This is an optimization exercise on Yosys and OpenROAD, whose aim is small area, a short achievable clock period and few clock cycles per item, not a production implementation. Function not checked in this run: the RTL went through the layout flow alone. Power and IR drop assume default switching activity.

==> flow/design.v <==
module atanh (
  input                     clk,
  input                     rstn,
  input                     trig,
  input  signed       [8:0] tanha,
  output logic              vld,
  output logic signed [8:0] a2_latch
);
  wire        s = tanha[8];
  wire  [7:0] l = tanha[7:0];
  wire  [7:0] below;                          
  assign below[0] = 1'b0;
  genvar i;
  for (i = 1; i < 8; i = i + 1) begin : g_below
    assign below[i] = |l[i-1:0];
  end
  wire  [7:0] m = l ^ ({8{s}} & below);
  wire        z = ~|l;                        
  wire  [0:7] mr = m;                         
  wire  [0:7] gr;                             
  wire  [7:0] g = gr;
  wire  [8:0] a2;
  wire nnew_n17, nnew_n18, nnew_n19, nnew_n20, nnew_n21, nnew_n22, nnew_n23, nnew_n24, nnew_n25, nnew_n26, nnew_n27, nnew_n28, nnew_n29, nnew_n30, nnew_n31, nnew_n32, nnew_n33, nnew_n34, nnew_n35, nnew_n36, nnew_n37, nnew_n38, nnew_n39, nnew_n40, nnew_n41, nnew_n42, nnew_n43, nnew_n44, nnew_n45, nnew_n46, nnew_n47, nnew_n48, nnew_n49, nnew_n50, nnew_n51, nnew_n52, nnew_n53, nnew_n54, nnew_n55, nnew_n56, nnew_n57, nnew_n58, nnew_n59, nnew_n60, nnew_n61, nnew_n62, nnew_n63, nnew_n64, nnew_n65, nnew_n66, nnew_n67, nnew_n68, nnew_n69, nnew_n70, nnew_n71, nnew_n72, nnew_n73, nnew_n74, nnew_n75, nnew_n76, nnew_n77, nnew_n79, nnew_n80, nnew_n82, nnew_n83, nnew_n84, nnew_n85, nnew_n86, nnew_n87, nnew_n88, nnew_n89, nnew_n90, nnew_n91, nnew_n92, nnew_n93, nnew_n95, nnew_n96, nnew_n97, nnew_n98, nnew_n99, nnew_n100, nnew_n101, nnew_n102, nnew_n103, nnew_n104, nnew_n105, nnew_n106, nnew_n107, nnew_n108, nnew_n109, nnew_n110, nnew_n111, nnew_n113, nnew_n114, nnew_n115, nnew_n116, nnew_n117, nnew_n118, nnew_n119, nnew_n120, nnew_n121, nnew_n122, nnew_n123, nnew_n124, nnew_n125, nnew_n126, nnew_n127, nnew_n128, nnew_n129, nnew_n130, nnew_n131, nnew_n132, nnew_n133, nnew_n134, nnew_n135, nnew_n136, nnew_n137, nnew_n138, nnew_n139, nnew_n140, nnew_n141, nnew_n142, nnew_n143, nnew_n144, nnew_n145, nnew_n146, nnew_n147, nnew_n148, nnew_n149, nnew_n150, nnew_n151, nnew_n152, nnew_n153, nnew_n154, nnew_n155, nnew_n156, nnew_n157, nnew_n158, nnew_n159, nnew_n160, nnew_n161, nnew_n162, nnew_n163, nnew_n164, nnew_n165, nnew_n166, nnew_n167, nnew_n168, nnew_n169, nnew_n170, nnew_n171, nnew_n172, nnew_n173, nnew_n174, nnew_n175, nnew_n176, nnew_n177, nnew_n179, nnew_n180, nnew_n181, nnew_n182, nnew_n183, nnew_n184, nnew_n185, nnew_n186, nnew_n187, nnew_n188, nnew_n189, nnew_n190, nnew_n191, nnew_n193, nnew_n194, nnew_n195, nnew_n196, nnew_n197, nnew_n198, nnew_n199, nnew_n200, nnew_n201, nnew_n202, nnew_n203, nnew_n204, nnew_n205, nnew_n206, nnew_n207, nnew_n208, nnew_n209, nnew_n210, nnew_n211, nnew_n212, nnew_n213, nnew_n214, nnew_n215, nnew_n216, nnew_n217, nnew_n218, nnew_n219, nnew_n220, nnew_n221, nnew_n222, nnew_n223, nnew_n224, nnew_n225, nnew_n226, nnew_n227, nnew_n228, nnew_n229, nnew_n230, nnew_n231, nnew_n232, nnew_n233, nnew_n234, nnew_n235, nnew_n236, nnew_n237, nnew_n238, nnew_n239, nnew_n240, nnew_n241, nnew_n242, nnew_n243, nnew_n244, nnew_n245, nnew_n246, nnew_n247, nnew_n248, nnew_n249, nnew_n250, nnew_n251, nnew_n252, nnew_n253, nnew_n254, nnew_n255, nnew_n256, nnew_n257, nnew_n258, nnew_n259, nnew_n260, nnew_n261, nnew_n262, nnew_n263, nnew_n264, nnew_n265, nnew_n266, nnew_n267, nnew_n268, nnew_n269, nnew_n270, nnew_n271, nnew_n272, nnew_n273, nnew_n274, nnew_n275, nnew_n276, nnew_n278, nnew_n279, nnew_n280, nnew_n281, nnew_n282, nnew_n283, nnew_n284, nnew_n285, nnew_n286, nnew_n287, nnew_n288, nnew_n289, nnew_n290, nnew_n291, nnew_n292, nnew_n293, nnew_n294, nnew_n295, nnew_n296, nnew_n297, nnew_n298, nnew_n299, nnew_n300, nnew_n301, nnew_n302, nnew_n303, nnew_n304, nnew_n305, nnew_n306, nnew_n307, nnew_n308, nnew_n309, nnew_n310, nnew_n311, nnew_n312, nnew_n313;
  assign nnew_n17 = mr[3] & ~mr[4];
  assign nnew_n18 = mr[2] & ~nnew_n17;
  assign nnew_n19 = ~mr[2] & nnew_n17;
  assign nnew_n20 = ~nnew_n18 & ~nnew_n19;
  assign nnew_n21 = ~mr[0] & nnew_n20;
  assign nnew_n22 = mr[4] & ~mr[5];
  assign nnew_n23 = ~mr[6] & nnew_n22;
  assign nnew_n24 = mr[4] & ~nnew_n23;
  assign nnew_n25 = mr[5] & mr[6];
  assign nnew_n26 = ~mr[4] & ~nnew_n25;
  assign nnew_n27 = ~mr[2] & mr[5];
  assign nnew_n28 = nnew_n26 & ~nnew_n27;
  assign nnew_n29 = ~nnew_n24 & ~nnew_n28;
  assign nnew_n30 = ~mr[5] & ~mr[7];
  assign nnew_n31 = mr[3] & mr[7];
  assign nnew_n32 = ~nnew_n30 & ~nnew_n31;
  assign nnew_n33 = mr[2] & mr[4];
  assign nnew_n34 = ~nnew_n32 & nnew_n33;
  assign nnew_n35 = ~mr[3] & ~nnew_n34;
  assign nnew_n36 = ~nnew_n29 & nnew_n35;
  assign nnew_n37 = mr[1] & ~nnew_n36;
  assign nnew_n38 = ~mr[4] & mr[5];
  assign nnew_n39 = ~nnew_n22 & ~nnew_n38;
  assign nnew_n40 = mr[5] & mr[7];
  assign nnew_n41 = nnew_n39 & ~nnew_n40;
  assign nnew_n42 = nnew_n37 & nnew_n41;
  assign nnew_n43 = nnew_n21 & nnew_n42;
  assign nnew_n44 = ~mr[3] & nnew_n22;
  assign nnew_n45 = ~nnew_n38 & ~nnew_n44;
  assign nnew_n46 = ~mr[3] & ~mr[4];
  assign nnew_n47 = ~nnew_n45 & ~nnew_n46;
  assign nnew_n48 = mr[6] & nnew_n38;
  assign nnew_n49 = ~mr[1] & mr[2];
  assign nnew_n50 = ~nnew_n48 & nnew_n49;
  assign nnew_n51 = ~nnew_n47 & nnew_n50;
  assign nnew_n52 = ~nnew_n37 & ~nnew_n51;
  assign nnew_n53 = mr[2] & ~mr[5];
  assign nnew_n54 = ~mr[2] & ~nnew_n30;
  assign nnew_n55 = ~nnew_n53 & ~nnew_n54;
  assign nnew_n56 = mr[4] & mr[6];
  assign nnew_n57 = ~nnew_n55 & nnew_n56;
  assign nnew_n58 = mr[3] & ~nnew_n57;
  assign nnew_n59 = mr[7] & nnew_n38;
  assign nnew_n60 = ~nnew_n22 & ~nnew_n59;
  assign nnew_n61 = mr[1] & ~nnew_n60;
  assign nnew_n62 = ~mr[6] & ~nnew_n61;
  assign nnew_n63 = nnew_n58 & ~nnew_n62;
  assign nnew_n64 = nnew_n21 & ~nnew_n63;
  assign nnew_n65 = ~nnew_n52 & nnew_n64;
  assign nnew_n66 = ~nnew_n43 & ~nnew_n65;
  assign nnew_n67 = ~mr[6] & ~mr[7];
  assign nnew_n68 = ~nnew_n38 & nnew_n67;
  assign nnew_n69 = ~mr[3] & nnew_n68;
  assign nnew_n70 = ~mr[4] & nnew_n69;
  assign nnew_n71 = nnew_n66 & ~nnew_n70;
  assign nnew_n72 = ~mr[1] & ~mr[2];
  assign nnew_n73 = ~nnew_n71 & nnew_n72;
  assign nnew_n74 = ~mr[0] & ~nnew_n73;
  assign nnew_n75 = mr[2] & ~nnew_n46;
  assign nnew_n76 = mr[0] & ~mr[1];
  assign nnew_n77 = ~nnew_n75 & nnew_n76;
  assign gr[0] = ~nnew_n74 & ~nnew_n77;
  assign nnew_n79 = ~mr[0] & mr[2];
  assign nnew_n80 = mr[1] & nnew_n79;
  assign gr[1] = nnew_n77 | nnew_n80;
  assign nnew_n82 = mr[0] & ~mr[2];
  assign nnew_n83 = mr[1] & nnew_n82;
  assign nnew_n84 = mr[0] & mr[4];
  assign nnew_n85 = ~mr[3] & ~nnew_n84;
  assign nnew_n86 = ~nnew_n21 & nnew_n85;
  assign nnew_n87 = ~mr[1] & ~nnew_n86;
  assign nnew_n88 = ~nnew_n83 & ~nnew_n87;
  assign nnew_n89 = ~nnew_n70 & ~nnew_n88;
  assign nnew_n90 = nnew_n66 & nnew_n89;
  assign nnew_n91 = ~nnew_n79 & ~nnew_n82;
  assign nnew_n92 = nnew_n90 & ~nnew_n91;
  assign nnew_n93 = ~nnew_n90 & nnew_n91;
  assign gr[2] = nnew_n92 | nnew_n93;
  assign nnew_n95 = ~mr[0] & mr[1];
  assign nnew_n96 = ~nnew_n90 & ~nnew_n95;
  assign nnew_n97 = ~mr[2] & mr[4];
  assign nnew_n98 = ~mr[3] & ~nnew_n97;
  assign nnew_n99 = ~mr[3] & nnew_n82;
  assign nnew_n100 = ~mr[5] & nnew_n99;
  assign nnew_n101 = mr[1] & ~nnew_n100;
  assign nnew_n102 = ~nnew_n98 & nnew_n101;
  assign nnew_n103 = nnew_n66 & nnew_n102;
  assign nnew_n104 = nnew_n26 & nnew_n76;
  assign nnew_n105 = mr[7] & nnew_n84;
  assign nnew_n106 = nnew_n72 & ~nnew_n105;
  assign nnew_n107 = ~nnew_n24 & nnew_n106;
  assign nnew_n108 = ~nnew_n104 & ~nnew_n107;
  assign nnew_n109 = mr[3] & ~nnew_n79;
  assign nnew_n110 = nnew_n108 & nnew_n109;
  assign nnew_n111 = ~nnew_n103 & ~nnew_n110;
  assign gr[3] = nnew_n96 | ~nnew_n111;
  assign nnew_n113 = mr[3] & ~mr[5];
  assign nnew_n114 = ~mr[3] & mr[5];
  assign nnew_n115 = ~nnew_n113 & ~nnew_n114;
  assign nnew_n116 = mr[4] & ~nnew_n115;
  assign nnew_n117 = nnew_n20 & ~nnew_n116;
  assign nnew_n118 = ~nnew_n22 & ~nnew_n117;
  assign nnew_n119 = ~nnew_n49 & ~nnew_n83;
  assign nnew_n120 = nnew_n26 & ~nnew_n119;
  assign nnew_n121 = ~nnew_n87 & ~nnew_n120;
  assign nnew_n122 = nnew_n108 & ~nnew_n121;
  assign nnew_n123 = nnew_n71 & nnew_n122;
  assign nnew_n124 = nnew_n39 & nnew_n82;
  assign nnew_n125 = mr[3] & ~nnew_n124;
  assign nnew_n126 = ~mr[3] & nnew_n124;
  assign nnew_n127 = ~nnew_n125 & ~nnew_n126;
  assign nnew_n128 = ~nnew_n121 & nnew_n127;
  assign nnew_n129 = ~nnew_n123 & ~nnew_n128;
  assign nnew_n130 = ~nnew_n118 & ~nnew_n129;
  assign nnew_n131 = ~mr[6] & nnew_n55;
  assign nnew_n132 = ~nnew_n110 & nnew_n131;
  assign nnew_n133 = ~nnew_n103 & nnew_n132;
  assign nnew_n134 = ~nnew_n96 & nnew_n133;
  assign nnew_n135 = nnew_n27 & ~nnew_n67;
  assign nnew_n136 = nnew_n76 & ~nnew_n135;
  assign nnew_n137 = mr[6] & ~mr[7];
  assign nnew_n138 = ~nnew_n72 & ~nnew_n137;
  assign nnew_n139 = mr[5] & ~nnew_n138;
  assign nnew_n140 = ~mr[1] & ~nnew_n53;
  assign nnew_n141 = nnew_n67 & ~nnew_n140;
  assign nnew_n142 = mr[6] & mr[7];
  assign nnew_n143 = nnew_n72 & nnew_n142;
  assign nnew_n144 = ~nnew_n141 & ~nnew_n143;
  assign nnew_n145 = ~mr[4] & ~nnew_n144;
  assign nnew_n146 = ~nnew_n139 & ~nnew_n145;
  assign nnew_n147 = ~mr[3] & ~nnew_n146;
  assign nnew_n148 = nnew_n136 & ~nnew_n147;
  assign nnew_n149 = ~nnew_n134 & nnew_n148;
  assign nnew_n150 = ~nnew_n56 & nnew_n146;
  assign nnew_n151 = nnew_n99 & nnew_n150;
  assign nnew_n152 = ~nnew_n52 & ~nnew_n63;
  assign nnew_n153 = ~nnew_n42 & ~nnew_n152;
  assign nnew_n154 = ~nnew_n23 & ~nnew_n69;
  assign nnew_n155 = ~nnew_n47 & nnew_n154;
  assign nnew_n156 = ~nnew_n17 & ~nnew_n59;
  assign nnew_n157 = nnew_n142 & ~nnew_n156;
  assign nnew_n158 = nnew_n155 & ~nnew_n157;
  assign nnew_n159 = nnew_n72 & ~nnew_n158;
  assign nnew_n160 = ~mr[0] & ~nnew_n159;
  assign nnew_n161 = nnew_n153 & nnew_n160;
  assign nnew_n162 = ~nnew_n151 & ~nnew_n161;
  assign nnew_n163 = ~nnew_n129 & nnew_n162;
  assign nnew_n164 = ~nnew_n149 & nnew_n163;
  assign nnew_n165 = ~nnew_n130 & ~nnew_n164;
  assign nnew_n166 = ~nnew_n149 & nnew_n162;
  assign nnew_n167 = ~nnew_n39 & nnew_n152;
  assign nnew_n168 = ~nnew_n67 & ~nnew_n142;
  assign nnew_n169 = nnew_n167 & nnew_n168;
  assign nnew_n170 = mr[4] & ~nnew_n113;
  assign nnew_n171 = mr[2] & ~nnew_n170;
  assign nnew_n172 = nnew_n97 & ~nnew_n113;
  assign nnew_n173 = ~nnew_n171 & ~nnew_n172;
  assign nnew_n174 = ~nnew_n169 & nnew_n173;
  assign nnew_n175 = ~nnew_n166 & nnew_n174;
  assign nnew_n176 = nnew_n66 & nnew_n101;
  assign nnew_n177 = ~nnew_n175 & nnew_n176;
  assign gr[4] = nnew_n165 & ~nnew_n177;
  assign nnew_n179 = mr[5] & ~nnew_n56;
  assign nnew_n180 = mr[0] & ~nnew_n179;
  assign nnew_n181 = ~mr[7] & ~nnew_n22;
  assign nnew_n182 = nnew_n180 & nnew_n181;
  assign nnew_n183 = ~nnew_n114 & ~nnew_n180;
  assign nnew_n184 = ~nnew_n168 & ~nnew_n183;
  assign nnew_n185 = ~mr[3] & nnew_n180;
  assign nnew_n186 = nnew_n184 & ~nnew_n185;
  assign nnew_n187 = ~nnew_n182 & ~nnew_n186;
  assign nnew_n188 = mr[2] & mr[7];
  assign nnew_n189 = mr[0] & nnew_n188;
  assign nnew_n190 = ~nnew_n187 & nnew_n189;
  assign nnew_n191 = ~nnew_n169 & ~nnew_n190;
  assign gr[5] = nnew_n166 | ~nnew_n191;
  assign nnew_n193 = ~mr[1] & mr[3];
  assign nnew_n194 = ~mr[6] & ~nnew_n193;
  assign nnew_n195 = ~nnew_n39 & ~nnew_n115;
  assign nnew_n196 = ~mr[0] & nnew_n195;
  assign nnew_n197 = nnew_n22 & nnew_n31;
  assign nnew_n198 = nnew_n115 & nnew_n137;
  assign nnew_n199 = ~nnew_n197 & ~nnew_n198;
  assign nnew_n200 = nnew_n32 & ~nnew_n156;
  assign nnew_n201 = nnew_n199 & ~nnew_n200;
  assign nnew_n202 = ~nnew_n196 & nnew_n201;
  assign nnew_n203 = nnew_n194 & ~nnew_n202;
  assign nnew_n204 = mr[3] & mr[5];
  assign nnew_n205 = ~mr[0] & ~nnew_n168;
  assign nnew_n206 = ~nnew_n45 & nnew_n205;
  assign nnew_n207 = nnew_n49 & ~nnew_n206;
  assign nnew_n208 = nnew_n204 & nnew_n207;
  assign nnew_n209 = nnew_n72 & ~nnew_n204;
  assign nnew_n210 = ~mr[7] & nnew_n209;
  assign nnew_n211 = ~nnew_n44 & ~nnew_n210;
  assign nnew_n212 = ~mr[0] & ~nnew_n211;
  assign nnew_n213 = ~nnew_n208 & ~nnew_n212;
  assign nnew_n214 = ~nnew_n203 & nnew_n213;
  assign nnew_n215 = ~nnew_n80 & nnew_n111;
  assign nnew_n216 = nnew_n213 & nnew_n215;
  assign nnew_n217 = nnew_n165 & nnew_n216;
  assign nnew_n218 = ~nnew_n214 & ~nnew_n217;
  assign nnew_n219 = mr[6] & ~nnew_n31;
  assign nnew_n220 = ~nnew_n40 & ~nnew_n219;
  assign nnew_n221 = ~nnew_n38 & ~nnew_n76;
  assign nnew_n222 = ~mr[1] & ~mr[3];
  assign nnew_n223 = mr[0] & ~mr[7];
  assign nnew_n224 = ~nnew_n222 & ~nnew_n223;
  assign nnew_n225 = nnew_n221 & nnew_n224;
  assign nnew_n226 = mr[2] & ~nnew_n32;
  assign nnew_n227 = nnew_n225 & ~nnew_n226;
  assign nnew_n228 = ~nnew_n220 & nnew_n227;
  assign nnew_n229 = ~nnew_n218 & nnew_n228;
  assign nnew_n230 = ~nnew_n39 & nnew_n222;
  assign nnew_n231 = mr[6] & ~nnew_n230;
  assign nnew_n232 = ~mr[4] & ~mr[6];
  assign nnew_n233 = ~nnew_n27 & ~nnew_n232;
  assign nnew_n234 = ~nnew_n188 & nnew_n233;
  assign nnew_n235 = nnew_n150 & nnew_n234;
  assign nnew_n236 = ~nnew_n231 & ~nnew_n235;
  assign nnew_n237 = ~nnew_n167 & ~nnew_n236;
  assign nnew_n238 = nnew_n218 & ~nnew_n237;
  assign nnew_n239 = ~nnew_n229 & ~nnew_n238;
  assign nnew_n240 = ~mr[5] & ~nnew_n142;
  assign nnew_n241 = ~mr[3] & ~nnew_n240;
  assign nnew_n242 = ~mr[6] & ~nnew_n84;
  assign nnew_n243 = nnew_n241 & ~nnew_n242;
  assign nnew_n244 = ~nnew_n196 & ~nnew_n243;
  assign nnew_n245 = ~nnew_n205 & nnew_n244;
  assign nnew_n246 = ~mr[2] & nnew_n46;
  assign nnew_n247 = nnew_n39 & nnew_n75;
  assign nnew_n248 = ~nnew_n246 & ~nnew_n247;
  assign nnew_n249 = ~nnew_n223 & ~nnew_n248;
  assign nnew_n250 = mr[0] & ~nnew_n249;
  assign nnew_n251 = nnew_n245 & ~nnew_n250;
  assign nnew_n252 = ~nnew_n237 & nnew_n251;
  assign nnew_n253 = ~nnew_n166 & ~nnew_n252;
  assign nnew_n254 = nnew_n165 & ~nnew_n253;
  assign nnew_n255 = nnew_n215 & nnew_n254;
  assign nnew_n256 = mr[5] & nnew_n142;
  assign nnew_n257 = ~nnew_n240 & ~nnew_n256;
  assign nnew_n258 = ~nnew_n177 & nnew_n257;
  assign nnew_n259 = nnew_n255 & ~nnew_n258;
  assign nnew_n260 = ~mr[7] & nnew_n248;
  assign nnew_n261 = nnew_n245 & nnew_n260;
  assign nnew_n262 = ~nnew_n237 & nnew_n261;
  assign nnew_n263 = ~mr[1] & nnew_n48;
  assign nnew_n264 = ~mr[0] & ~nnew_n263;
  assign nnew_n265 = nnew_n150 & nnew_n233;
  assign nnew_n266 = nnew_n264 & ~nnew_n265;
  assign nnew_n267 = ~mr[0] & ~nnew_n53;
  assign nnew_n268 = ~mr[1] & ~nnew_n267;
  assign nnew_n269 = mr[3] & ~nnew_n268;
  assign nnew_n270 = ~nnew_n266 & nnew_n269;
  assign nnew_n271 = ~nnew_n249 & ~nnew_n260;
  assign nnew_n272 = mr[6] & nnew_n268;
  assign nnew_n273 = nnew_n271 & nnew_n272;
  assign nnew_n274 = ~nnew_n270 & ~nnew_n273;
  assign nnew_n275 = ~nnew_n262 & nnew_n274;
  assign nnew_n276 = ~nnew_n259 & nnew_n275;
  assign gr[6] = ~nnew_n239 | ~nnew_n276;
  assign nnew_n278 = ~mr[0] & ~mr[6];
  assign nnew_n279 = mr[3] & ~nnew_n278;
  assign nnew_n280 = ~nnew_n39 & ~nnew_n279;
  assign nnew_n281 = mr[7] & nnew_n280;
  assign nnew_n282 = mr[4] & nnew_n205;
  assign nnew_n283 = ~nnew_n281 & ~nnew_n282;
  assign nnew_n284 = mr[3] & nnew_n223;
  assign nnew_n285 = nnew_n72 & ~nnew_n284;
  assign nnew_n286 = ~nnew_n182 & nnew_n285;
  assign nnew_n287 = nnew_n283 & nnew_n286;
  assign nnew_n288 = mr[6] & ~nnew_n116;
  assign nnew_n289 = ~nnew_n162 & nnew_n288;
  assign nnew_n290 = nnew_n287 & ~nnew_n289;
  assign nnew_n291 = ~nnew_n166 & nnew_n187;
  assign nnew_n292 = ~mr[1] & nnew_n168;
  assign nnew_n293 = ~mr[6] & nnew_n116;
  assign nnew_n294 = nnew_n292 & ~nnew_n293;
  assign nnew_n295 = nnew_n166 & ~nnew_n294;
  assign nnew_n296 = ~nnew_n291 & ~nnew_n295;
  assign nnew_n297 = ~mr[7] & nnew_n108;
  assign nnew_n298 = ~mr[3] & ~nnew_n297;
  assign nnew_n299 = ~nnew_n165 & nnew_n298;
  assign nnew_n300 = nnew_n207 & ~nnew_n299;
  assign nnew_n301 = nnew_n79 & ~nnew_n201;
  assign nnew_n302 = ~mr[0] & mr[7];
  assign nnew_n303 = nnew_n240 & nnew_n302;
  assign nnew_n304 = mr[1] & ~nnew_n303;
  assign nnew_n305 = nnew_n46 & nnew_n302;
  assign nnew_n306 = ~nnew_n304 & ~nnew_n305;
  assign nnew_n307 = ~nnew_n301 & ~nnew_n306;
  assign nnew_n308 = ~nnew_n115 & ~nnew_n168;
  assign nnew_n309 = ~mr[2] & ~nnew_n308;
  assign nnew_n310 = ~nnew_n245 & nnew_n309;
  assign nnew_n311 = nnew_n307 & ~nnew_n310;
  assign nnew_n312 = ~nnew_n300 & ~nnew_n311;
  assign nnew_n313 = ~nnew_n296 & ~nnew_n312;
  assign gr[7] = ~nnew_n290 & ~nnew_n313;
  wire        zp = z & ~s;
  assign a2 = {s | zp, (g ^ {8{s}}) | {8{zp}}};
  always_ff @(posedge clk or negedge rstn) begin
    if (!rstn) vld <= 1'b0;
    else vld <= trig;
  end
  always_ff @(posedge clk or negedge rstn) begin
    if (!rstn) a2_latch <= 9'd0;
    else if (trig) a2_latch <= a2;
  end
endmodule
==> flow/flow/run.sh <==
#!/bin/bash
# Standard layout, with plain buffers (buf_2) on the ports and an area-oriented
# abc script in synthesis (flow/my_synth.tcl swaps only the abc script).
export MY_ABC_SCRIPT=$PWD/flow/abc.script
bash standard.sh SYNTH_SCRIPT=$PWD/flow/my_synth.tcl BUFFER_PORTS_ARGS="-buffer_cell sky130_fd_sc_hd__buf_2" finish > standard.log 2>&1
==> flow/flow/abc.script <==
strash
dch
map -B 0.9
topo
stime -c
upsize -c
dnsize -c
==> flow/flow/my_synth.tcl <==
proc synth {args} { yosys synth -nofsm -noshare {*}$args }
proc abc {args} {
  set i [lsearch $args -script]
  if { $i >= 0 && [info exists ::env(MY_ABC_SCRIPT)] } { lset args [expr {$i + 1}] $::env(MY_ABC_SCRIPT) }
  yosys abc {*}$args
}
source $::env(SCRIPTS_DIR)/synth.tcl
# left out here: clear keep_hierarchy, flatten, clean up, hide names made inside functions, write 1_2_yosys.v
==> flow/standard.sh <==
#!/bin/bash
# synth_recipe.tcl (not shown) runs the flow's synth.tcl, then flattens the netlist and writes it again
# the make line also repeats each setting of config.mk as NAME=value (left out here)
make -C /OpenROAD-flow-scripts/flow DESIGN_CONFIG=/design/flow/config.mk WORK_HOME=/design/flow/orfs CLKGATE_MAP_FILE= SYNTH_SCRIPT=/design/flow/synth_recipe.tcl "${@:-finish}"
==> flow/config.mk <==
export PLATFORM = sky130hd
export DESIGN_NAME = atanh
export DESIGN_NICKNAME = atanh
export VERILOG_FILES = /design/flow/design.v
export SDC_FILE = /design/flow/constraint.sdc
export NUM_CORES = 4
export LEC_CHECK = 0
export ABC_AREA = 1
export CAP_MARGIN = 20
export CORE_MARGIN = 2
export CORE_UTILIZATION = 40
export PLACE_DENSITY = 0.6
export SLEW_MARGIN = 20
==> flow/constraint.sdc <==
create_clock -name core_clock -period 7.5 [get_ports {clk}]
set_input_delay 1.5000 -clock core_clock [delete_from_list [all_inputs] [get_ports {clk}]]
set_output_delay 1.5000 -clock core_clock [all_outputs]
set_load 0.01 [all_outputs]
==> results.txt <==
==> worst min path at each step <==
| stage | start | endpoint | slack [ns] | depth (start not counted) |
|---|---|---|---|---|
| 3_5_place_dp | a2_latch[3] | a2_latch[3] | 0.46 | 2 |
| 6_report | a2_latch[6] | a2_latch[6] | 0.47 | 2 |
| 5_1_grt | a2_latch[2] | a2_latch[2] | 0.50 | 2 |
| 2_1_floorplan | a2_latch[2] | a2_latch[2] | 0.52 | 2 |
| 3_3_place_gp | a2_latch[5] | a2_latch[5] | 0.46 | 2 |
| 4_1_cts | a2_latch[3] | a2_latch[3] | 0.47 | 2 |
==> routing by layer <==
metal / up-vias / wire, um / GRT usage (%)
met5: - / 0 / 0
met4: 0 / 150 / 8.687
met3: 18 / 604 / 4.527
met2: 145 / 2981 / 42.46
met1: 1121 / 3209 / 38.14
li1: 1256 / - / -
==> worst max-delay path, delay by kind of cell <==
| family | cells | cell delay [ns] |
|---|---|---|
| and+or+nand+nor | 19 | 1.93 |
| buffers and inverters | 4 | 0.62 |
| AOI/OAI and AO/OA | 2 | 0.52 |
| adders and majority gates | 1 | 0.33 |
==> cells by family (layout without fill, tap and decap cells) <==
| family | Yosys count | count (layout) | share of synthesized area (%) |
|---|---|---|---|
| buffers and inverters | 42 | 67 | 8.673 |
| xor gates and xnor gates | 2 | 2 | 0.9063 |
| DFF | 10 | 10 | 12.94 |
| AOI/OAI and AO/OA | 66 | 66 | 19.35 |
| adders and majority gates | 9 | 9 | 5.825 |
| and+or+nand+nor | 228 | 228 | 52.30 |
==> where the power goes <==
group          total, mW  internal (mW)  leakage (nW)  switching, mW
Clock             0.0689         0.0463        0.0288         0.0226
Combinational      0.211         0.0659         0.907          0.145
Sequential        0.0679         0.0636         0.119        0.00436
==> synthesized netlist by cell type, types with 5 or more instances <==
cell type / count / area share, %
nand4_1: 5 / 1.6
nand2_1: 121 / 23
nor2_1: 32 / 6.2
a21oi_1: 19 / 4.9
dfrtp_1: 10 / 13
ha_1: 9 / 5.8
nand2_2: 10 / 3.2
inv_2: 5 / 0.97
clkinv_1: 33 / 6.4
o21ai_0: 30 / 7.8
nand3_1: 45 / 12
o211ai_1: 5 / 1.9
==> flip-flops by register name (all words and copies together) (netlist names) <==
signal and count:
a2_latch 9, vld 1
==> layout make-up <==
type,instances,share of cell area [%]
Timing Repair Buffer,21,4.864
Inverter,42,7.759
Multi-Input combinational cell,305,70.12
Tap cell,54,3.127
Clock buffer,4,2.548
Sequential cell,10,11.58
==> flow_metrics.tcl <==
set metrics [dict create \
    first_pass_iters 5 \
    antenna_cells 0 \
    clockBufferDepth 2 \
    regArea_um2 250.2 \
    status "finished clean" \
    leakagePower_nw 1.055 \
    worstPathMaxFanout 15 \
    crit_type "input pin to register" \
    area_growth_pct 11.78 \
    clkTransAtPathRegs_ns 0.05 \
    whs_ns 0.4681 \
    layout_setup_ws_ns 2.730 \
    clkLatencyLatePin_ns 0.24 \
    fp.coreArea_um2 4692 \
    die-area_um2 5405 \
    wl_per_cell_um 15.93 \
    cts_tree "built" \
    skew_ns 0 \
    finalSetupViolations 0 \
    final_common_cell "nand2_1" \
    dp_hpwl_um 5349 \
    initial_core_util_pct 41.20 \
    reg2reg_slack_ns 6.85 \
    dpl_worst_slack_ns 2.620 \
    numPortBuffers 21 \
    peakVddDrop_mv 0.06672 \
    yosysWarnings 1 \
    gp_congestion 0.9727 \
    maxCapViolCount 0 \
    cp-end-kind "register" \
    avgSynthCellArea_um2 5.415 \
    yosys_most_used_dff "dfrtp_1" \
    tightest_slew_ns 0.6791 \
    die_w_um 73.52 \
    cts_max_level 1 \
    required_ns 7.63 \
    syn_nets 378 \
    top_level_ports 22 \
    critical_path.startpoint "tanha[0]" \
    antenna_left 0 \
    finalHoldViolations 0 \
    cp-endpoint "a2_latch[1]" \
    placed_cells 432 \
    cts_sinks 10 \
    ys_ff_latch 10 \
    startpoint_type "input pin" \
    rsz0062_at_grt "false" \
    cp.arrival_ns 4.90 \
    grt.total_usage_pct 27.28 \
    mappedNetlistArea_um2 1933 \
    num_rows 25 \
    relSlewSlack_pct 53.55 \
    drtIter0Drc 251 \
    cts_resized 0 \
    synth_enable_flop_cells 0 \
    viasPerCell 5.826 \
    final_max_slew_viol_count 0 \
    crit_slowest_cell "o21ai_0" \
    r2r-start "a2_latch[7]" \
    dpl-instance-area_um2 2106 \
    antenna_found_initial 0 \
    fin_tns_setup_ns 0 \
    crit_top_cell "nand2_1" \
    drive_gt1_share_pct 13.09 \
    finalWirelength_um 6945 \
    fin_nets 404 \
    mostFrequentLayoutCells "121 x nand2_1, 45 x nand3_1, 33 x clkinv_1" \
    die_y_um 73.52 \
    rr_worst_depth 2 \
    grt_overflow 0 \
    fin_crit_sh_pct 63.60 \
    cts-root-buf "clkbuf_8" \
    synth_seq_area_share_pct 12.94 \
    multi_input_area_um2 1515 \
    post-cts-setup-buffers 0 \
    synth_cells 357 \
    cts_hold_buffers 0 \
    r2r_end "a2_latch[7]" \
    nFillCells 527 \
    final_area_um2 2161 \
    ys_async_sr_fraction_pct 100.0 \
    post-route-util_pct 46.05 \
    grt_max_degree 24 \
    pwr_density_cell_nw_per_um2 160.7 \
    cts_made_buffers 3 \
    grt_pass1_vias 2397 \
    cpPeakStageDelay_ns 0.37 \
    vias 2540 \
    synth_cell_types 31 \
    fmax_ghz 0.2096 \
    period_minus_slack_ns 4.770 \
    finalPower_mw 0.3473 \
    drc 0 \
    grt_pass1_wl_um 11680 \
    hold_path_class "register to register" \
    final_cells 436 \
]

[afterwards: timing with drivers on the ports]
The results above use ideal ports. As a check the final layout listed here was re-extracted and re-timed, cells and wires unchanged.
Step 1 sets driving cells, clkbuf_16 on the clock port and buf_2 on the other inputs (assumed; they add their load-dependent delay and slew).
Step 2 moves the port delays by t, midway between the first and last clock arrival at a register: inputs arrive t later, outputs are due t later. That takes back most of the time a late clock gives input paths.
Three values: ideal, step 1, step 2; two values: the first two.
shift t [ns]: 0.262
setup WS [ns]: 2.730 / 2.732 / 2.470
hold slack, ns: 0.468 / 0.468 / 0.468
worst data-port slew with drivers (ns): 0.03
After both steps this run still meets setup and hold. The setup slack of this run moves by +0.002 ns with the drivers and by -0.260 ns with both steps.
